This design comes from an exercise in tuning for small area and a short achievable clock period on the open sky130 flow, not from production work.
The RTL was checked by simulation tests, not by an equivalence proof against the original design.
Power figures rest on the tool's default switching activity, not on a simulated workload.

Design fpu, start of the top module:
module fpu #(
    parameter WIDTH = 24
)(
    input   logic clk,
    input   wire logic [WIDTH - 1:0] a,
    input   wire logic [WIDTH - 1:0] b,
    input   wire logic [3:0]         opcode,
    output  logic [WIDTH - 1:0] result
);
export LEC_CHECK = 0
export CAP_MARGIN = 20
export CORE_MARGIN = 2
export CORE_UTILIZATION = 40
export CTS_BUF_LIST = sky130_fd_sc_hd__clkbuf_4 sky130_fd_sc_hd__clkbuf_8
export GPL_ROUTABILITY_DRIVEN = 0
export SETUP_SLACK_MARGIN = 5
export SLEW_MARGIN = 20
export SYNTH_HIERARCHICAL = 1
export SYNTH_MINIMUM_KEEP_SIZE = 0
create_clock -name core_clock -period 8.5 [get_ports {clk}]
standard.sh (not shown) runs the stock make flow with config.mk's settings and CLKGATE_MAP_FILE= SYNTH_SCRIPT=/design/flow/synth_recipe.tcl, a recipe that flattens the netlist after the stock synthesis.
==> flow/flow/run.sh <==
#!/bin/bash
# The standard layout, except that the input and output ports are
# buffered with sky130_fd_sc_hd__buf_2 cells (buffer_ports -buffer_cell)
# instead of the default delay-cell buffers. ORFS's own logs are kept
# under orfs/logs; make's output goes to standard.log.
set -euo pipefail
export BUFFER_PORTS_ARGS="-buffer_cell sky130_fd_sc_hd__buf_2"
bash standard.sh > standard.log 2>&1
Edit:
--- a/flow/config.mk
+++ b/flow/config.mk
@@ -9,5 +9,4 @@
 export CORE_MARGIN = 2
-export CORE_UTILIZATION = 40
+export CORE_UTILIZATION = 50
 export CTS_BUF_LIST = sky130_fd_sc_hd__clkbuf_4 sky130_fd_sc_hd__clkbuf_8
-export GPL_ROUTABILITY_DRIVEN = 0
 export SETUP_SLACK_MARGIN = 5
After rerunning: Final area is about the same; synthesized cell count stays the same; worst setup slack is worse by 0.014 ns.
Edit:
==> flow/run.sh (new file) <==
#!/bin/bash
# synth_recipe.tcl (not shown) runs the flow's synth.tcl, then flattens the netlist and writes it again
# the make line also repeats each setting of config.mk as NAME=value (left out here)
make -C /OpenROAD-flow-scripts/flow DESIGN_CONFIG=/design/flow/config.mk WORK_HOME=/design/flow/orfs CLKGATE_MAP_FILE= SYNTH_SCRIPT=/design/flow/synth_recipe.tcl finish
--- a/flow/config.mk
+++ b/flow/config.mk
@@ -9,4 +9,3 @@
 export CORE_MARGIN = 2
-export CORE_UTILIZATION = 50
-export CTS_BUF_LIST = sky130_fd_sc_hd__clkbuf_4 sky130_fd_sc_hd__clkbuf_8
+export CORE_UTILIZATION = 40
 export SETUP_SLACK_MARGIN = 5
removed: flow/flow/run.sh
removed: flow/standard.sh
Result: The changed run passed the timing, design-rule and antenna checks; setup slack gets better by 0.013 ns; total power went up by 4.7%; sequential cell count stays the same; hold slack gets worse by 0.035 ns; final area went up by 2.8%.


fpu again, from the RTL that the note above started with.
Settings: LEC_CHECK=0, CAP_MARGIN=20, CORE_MARGIN=2, CORE_UTILIZATION=40, CTS_BUF_LIST=sky130_fd_sc_hd__clkbuf_4 sky130_fd_sc_hd__clkbuf_8, SETUP_SLACK_MARGIN=5, SLEW_MARGIN=20, SYNTH_HIERARCHICAL=1, SYNTH_MINIMUM_KEEP_SIZE=0, TNS_END_PERCENT=10; clock period 8.5 ns.
==> flow/flow/run.sh <==
#!/bin/bash
# The standard layout, except that the input and output ports are
# buffered with sky130_fd_sc_hd__buf_2 cells (buffer_ports -buffer_cell)
# instead of the default delay-cell buffers. ORFS's own logs are kept
# under orfs/logs; make's output goes to standard.log.
set -euo pipefail
export BUFFER_PORTS_ARGS="-buffer_cell sky130_fd_sc_hd__buf_2"
bash standard.sh > standard.log 2>&1
The starting point passed the timing, design-rule and antenna checks.
==> next run, changes <==
- CTS_BUF_LIST: sky130_fd_sc_hd__clkbuf_4 sky130_fd_sc_hd__clkbuf_8 -> unset
- TNS_END_PERCENT: 10 -> unset
The new run passed the timing, design-rule and antenna checks. Hold slack gets worse by 0.013 ns. Maximum frequency climbs by 0.71%. Wire length is higher by 3.5%. First-iteration DRC count goes up by 0.52%. Design area climbs by 1.8%. Utilization increases by 0.87 points.
==> next run, changes <==
- CAP_MARGIN: 20 -> 5
- CTS_BUF_LIST: unset -> sky130_fd_sc_hd__clkbuf_4 sky130_fd_sc_hd__clkbuf_8
- SLEW_MARGIN: 20 -> 5
=> The new run finished clean. Routed wire length decreases by 1.0%. Via count came out lower by 0.77%. Worst hold slack improved by 0.0034 ns.
==> next run, changes <==
==> flow/flow/run.sh (replaced) <==
#!/bin/bash
# The standard layout, except that:
# - the input and output ports are buffered with sky130_fd_sc_hd__buf_2 cells
#   (buffer_ports -buffer_cell) instead of the default delay-cell buffers;
# - the buffers that synthesis (ABC) inserted are removed at floorplan
#   (REMOVE_ABC_BUFFERS), leaving buffering to the placement-aware repair.
# ORFS's own logs are kept under orfs/logs; make's output goes to standard.log.
set -euo pipefail
export BUFFER_PORTS_ARGS="-buffer_cell sky130_fd_sc_hd__buf_2"
export REMOVE_ABC_BUFFERS=1
bash standard.sh > standard.log 2>&1
- CAP_MARGIN: 5 -> 20
- SLEW_MARGIN: 5 -> 20
First-iteration DRC count is higher by 24%. Hold slack gets better by 0.091 ns. Via count increases by about 1%. Fmax falls by 1.2%. Worst setup slack loses 0.043 ns. Synthesized cell count does not change.
==> next run, changes <==
==> flow/flow/run.sh (replaced) <==
#!/bin/bash
# The standard layout, except that the input and output ports are
# buffered with sky130_fd_sc_hd__buf_2 cells (buffer_ports -buffer_cell)
# instead of the default delay-cell buffers. ORFS's own logs are kept
# under orfs/logs; make's output goes to standard.log.
set -euo pipefail
export BUFFER_PORTS_ARGS="-buffer_cell sky130_fd_sc_hd__buf_2"
bash standard.sh > standard.log 2>&1
=>
- power came out lower by 4.3%
- non-clock buffer count is lower by 21
- setup slack improved by 0.043 ns
- wire length climbs by 1.3%
- register-to-register slack gains 0.04 ns
- die area is unchanged
- cell count goes down by 0.70%
- via count shrinks by 0.97%
- first-iteration DRC count falls by 19%
- combinational power fell by 5.7%
- sequential power stays flat

[port drivers added, routing unchanged]
Ports are ideal in the flow. The routed layouts listed here were re-timed in OpenROAD. Step 1: set_driving_cell puts a clkbuf_16 on clk and a buf_2 on each other input, an assumption about the parent block. Step 2 adds t to the input delays and takes it off the output delays; t is the mean of the earliest and latest rising clock arrival at the registers after step 1. Input paths then give back, and output paths get back, about the clock's delay inside the block. Slacks: no drivers / after step 1 / after step 2; pairs: no drivers / after step 1.
| run | t (ns) | setup slack, ns | worst slew at a driven data input, ns |
|---|---|---|---|
| the first run of note 1 | 0.556 | 4.972 / 4.972 / 4.695 | 0.05 |
| the second run of note 1 | 0.563 | 4.957 / 4.957 / 4.792 | 0.04 |
| the third run of note 1 | 0.514 | 4.971 / 4.971 / 4.554 | 0.04 |
| the first run of note 2 | 0.565 | 4.991 / 4.991 / 4.663 | 0.05 |
| the second run of note 2 | 0.510 | 5.015 / 5.015 / 4.847 | 0.04 |
| the third run of note 2 | 0.560 | 4.982 / 4.982 / 4.845 | 0.04 |
| the fourth run of note 2 | 0.575 | 4.939 / 4.939 / 4.939 | 0.03 |
| the fifth run of note 2 | 0.560 | 4.982 / 4.982 / 4.845 | 0.04 |
After both steps every run listed still meets setup and hold. For the third run of note 1, which loses most, drivers alone change the setup slack by 0.000 ns; drivers and shift together by -0.417 ns.
